Source: an optimization exercise on an open RTL-to-GDS flow (aim: small area and a short achievable clock period). Production flows keep margins and buffers that such runs may drop. Only simulation tests tie the RTL to the original design; equivalence was not proved.

## run 1
## adc_mul
module adc_mul
(
    input  logic         clk_i,
    input  logic         rst_i,
    input  logic [11:0]  x_i,
    input  logic [11:0]  y_i,
    input  logic [11:0]  z_i,
    output logic [11:0]  fp_o
);
Settings: LEC_CHECK=0, CAP_MARGIN=20, CORE_MARGIN=2, CORE_UTILIZATION=40, SLEW_MARGIN=20, SYNTH_HIERARCHICAL=1, SYNTH_MINIMUM_KEEP_SIZE=0; clock period 95.0 ns.
standard.sh (not shown) runs the stock make flow with config.mk's settings and CLKGATE_MAP_FILE= SYNTH_SCRIPT=/design/flow/synth_recipe.tcl, a recipe that flattens the netlist after the stock synthesis.
==> flow/flow/run.sh <==
#!/bin/bash
# The standard layout (standard.sh), with the input and output ports
# buffered by sky130_fd_sc_hd__buf_2 cells instead of the cell buffer_ports picks
# by default, and clock tree synthesis asked for larger sink clusters so that
# the tree has fewer levels. Everything else, synthesis included, is the
# standard flow.
set -euo pipefail
export BUFFER_PORTS_ARGS="-buffer_cell sky130_fd_sc_hd__buf_2"
export CTS_ARGS="-sink_clustering_enable -repair_clock_nets -buf_list sky130_fd_sc_hd__clkbuf_16 -root_buf sky130_fd_sc_hd__clkbuf_16 -sink_clustering_size 24 -sink_clustering_max_diameter 90 -sink_clustering_levels 1"
bash standard.sh > standard.log 2>&1
What run 2 does differently from run 1 at the input level:
- setting PLACE_DENSITY to 0.7 for the first time
- setting CTS_BUF_LIST to sky130_fd_sc_hd__clkbuf_8 for the first time
- changing CORE_UTILIZATION from 40 to 55
==> flow/flow/run.sh <==
#!/bin/bash
# The standard layout (standard.sh), with the input and output ports
# buffered by sky130_fd_sc_hd__buf_2 cells instead of the cell buffer_ports picks
# by default. Everything else, synthesis included, is the standard flow.
set -euo pipefail
export BUFFER_PORTS_ARGS="-buffer_cell sky130_fd_sc_hd__buf_2"
bash standard.sh > standard.log 2>&1
## What came out
- Routed wire length on met2, run 1 and run 2: larger value in run 1
- | non-clock buffer instance count of the final layout | higher: run 2 |
- Measured against run 2, the die area of run 1 comes out at 1.4 times the reference value.
- Run 2: global routing usage summed across all routing layers is 6.3 points higher than what run 1 reported.
For run 3, these inputs were changed with respect to run 2:
- CORE_UTILIZATION now 65, was 55
- PLACE_DENSITY no longer set, was 0.7
Notes after the runs:
Run 3 has completed all stages; timing, DRC and antenna checks passed. Run 3 vs. run 2: effective utilization at floorplan went up by 9.9 points. Between run 3 and run 2, it is run 3 whose final routed wirelength across all metal layers is lower, by about 2.8%. Higher die area among run 3 and run 2: run 2. Compared with run 2, run 3 shows a placed standard-cell area that is about 0.4% lower. Per the comparison of run 3 with run 2, count of final setup violators comparable; wire length of the first global-routing pass went down by about 2.6%.

========
Starting RTL as in the previous note.
## adc_mul
module adc_mul
(
    input  logic         clk_i,
    input  logic         rst_i,
    input  logic [11:0]  x_i,
    input  logic [11:0]  y_i,
    input  logic [11:0]  z_i,
    output logic [11:0]  fp_o
);
Settings: LEC_CHECK=0, CAP_MARGIN=20, CORE_MARGIN=2, CORE_UTILIZATION=40, SLEW_MARGIN=20, SYNTH_HIERARCHICAL=1, SYNTH_MINIMUM_KEEP_SIZE=0; clock period 95.0 ns.
==> flow/flow/run.sh <==
#!/bin/bash
# The standard layout (standard.sh), with the input and output ports
# buffered by sky130_fd_sc_hd__buf_2 cells instead of the cell buffer_ports picks
# by default, and clock tree synthesis asked for larger sink clusters so that
# the tree has fewer levels. Everything else, synthesis included, is the
# standard flow.
set -euo pipefail
export BUFFER_PORTS_ARGS="-buffer_cell sky130_fd_sc_hd__buf_2"
export CTS_ARGS="-sink_clustering_enable -repair_clock_nets -buf_list sky130_fd_sc_hd__clkbuf_8 -root_buf sky130_fd_sc_hd__clkbuf_16 -sink_clustering_size 18 -sink_clustering_max_diameter 90"
bash standard.sh > standard.log 2>&1
Next try:
==> flow/flow/run.sh (replaced) <==
#!/bin/bash
# The standard layout (standard.sh), with the input and output ports
# buffered by sky130_fd_sc_hd__buf_2 cells instead of the cell buffer_ports picks
# by default. Everything else, synthesis included, is the standard flow.
set -euo pipefail
export BUFFER_PORTS_ARGS="-buffer_cell sky130_fd_sc_hd__buf_2"
bash standard.sh > standard.log 2>&1
Settings changed: CTS_BUF_LIST set to sky130_fd_sc_hd__clkbuf_16, CTS_CLUSTER_SIZE set to 20.
Outcome:
- The changed run completed with no timing, DRC or antenna violations
- maximum frequency is about the same
- critical path depth does not change
- synthesized area is unchanged
- worst setup slack degrades by 0.019 ns
- final cell count rises slightly
Next try:
==> flow/flow/run.sh (replaced) <==
#!/bin/bash
# The standard layout (standard.sh), with the input and output ports
# buffered by sky130_fd_sc_hd__buf_2 cells instead of the cell buffer_ports picks
# by default, and clock tree synthesis asked for larger sink clusters so that
# the tree has fewer levels. Everything else, synthesis included, is the
# standard flow.
set -euo pipefail
export BUFFER_PORTS_ARGS="-buffer_cell sky130_fd_sc_hd__buf_2"
export CTS_ARGS="-sink_clustering_enable -repair_clock_nets -buf_list sky130_fd_sc_hd__clkbuf_16 -root_buf sky130_fd_sc_hd__clkbuf_16 -sink_clustering_size 30 -sink_clustering_max_diameter 120"
bash standard.sh > standard.log 2>&1
Settings changed: CTS_BUF_LIST sky130_fd_sc_hd__clkbuf_16 to unset, CTS_CLUSTER_SIZE 20 to unset.
After rerunning:
- sequential share of layout area climbs by 0.30 points
- routed wire length went down by 0.82%
- via count shrinks by 0.57%
- hold slack improved by 0.0037 ns
- non-clock buffer count stays the same
- die area stays the same
Next try:
==> flow/flow/run.sh (replaced) <==
#!/bin/bash
# The standard layout (standard.sh), with the input and output ports
# buffered by sky130_fd_sc_hd__buf_2 cells instead of the cell buffer_ports picks
# by default. Everything else, synthesis included, is the standard flow.
set -euo pipefail
export BUFFER_PORTS_ARGS="-buffer_cell sky130_fd_sc_hd__buf_2"
bash standard.sh > standard.log 2>&1
Settings changed: CTS_BUF_LIST set to sky130_fd_sc_hd__clkbuf_8.
The new run produced a clean layout.
Register-to-register slack hardly moves.
Maximum frequency barely changes.
Final area came out higher by 1.6%.

static timing again, ports no longer ideal:
The flow's constraints put no driver on any port. The routed layouts listed below were extracted and timed again, unchanged, in two steps.
Step 1: set_driving_cell puts a clkbuf_16 on clk_i and a buf_2 on each other input, an assumption about the parent block.
Step 2 adds t to the input delays and takes it off the output delays; t is the mean of the earliest and latest rising clock arrival at the registers after step 1. Input paths then give back, and output paths get back, about the clock's delay inside the block.
Slacks: ideal / step 1 / step 2; pairs: ideal / step 1.
| run | shift t [ns] | setup WS [ns] | clock arrival spread, ns | slew at the worst register clock pin (ns) | worst data-port slew with drivers (ns) |
|---|---|---|---|---|---|
| run 1 | 0.553 | 74.979 / 74.925 / 75.478 | 0.030 / 0.030 | 0.09 / 0.09 | 0.04 |
| run 2 | 0.622 | 74.895 / 74.847 / 75.469 | 0.058 / 0.058 | 0.08 / 0.08 | 0.04 |
| run 3 | 0.629 | 74.899 / 74.848 / 75.477 | 0.042 / 0.041 | 0.07 / 0.07 | 0.04 |
| the first run of note 2 | 0.542 | 74.983 / 74.925 / 75.467 | 0.029 / 0.029 | 0.12 / 0.12 | 0.04 |
| the second run of note 2 | 0.592 | 74.965 / 74.900 / 75.492 | 0.014 / 0.014 | 0.07 / 0.07 | 0.04 |
| the third run of note 2 | 0.540 | 75.001 / 74.947 / 75.487 | 0.018 / 0.019 | 0.11 / 0.11 | 0.04 |
| the fourth run of note 2 | 0.614 | 74.959 / 74.897 / 75.511 | 0.036 / 0.036 | 0.06 / 0.06 | 0.04 |
After both steps setup and hold are still met in every run listed.
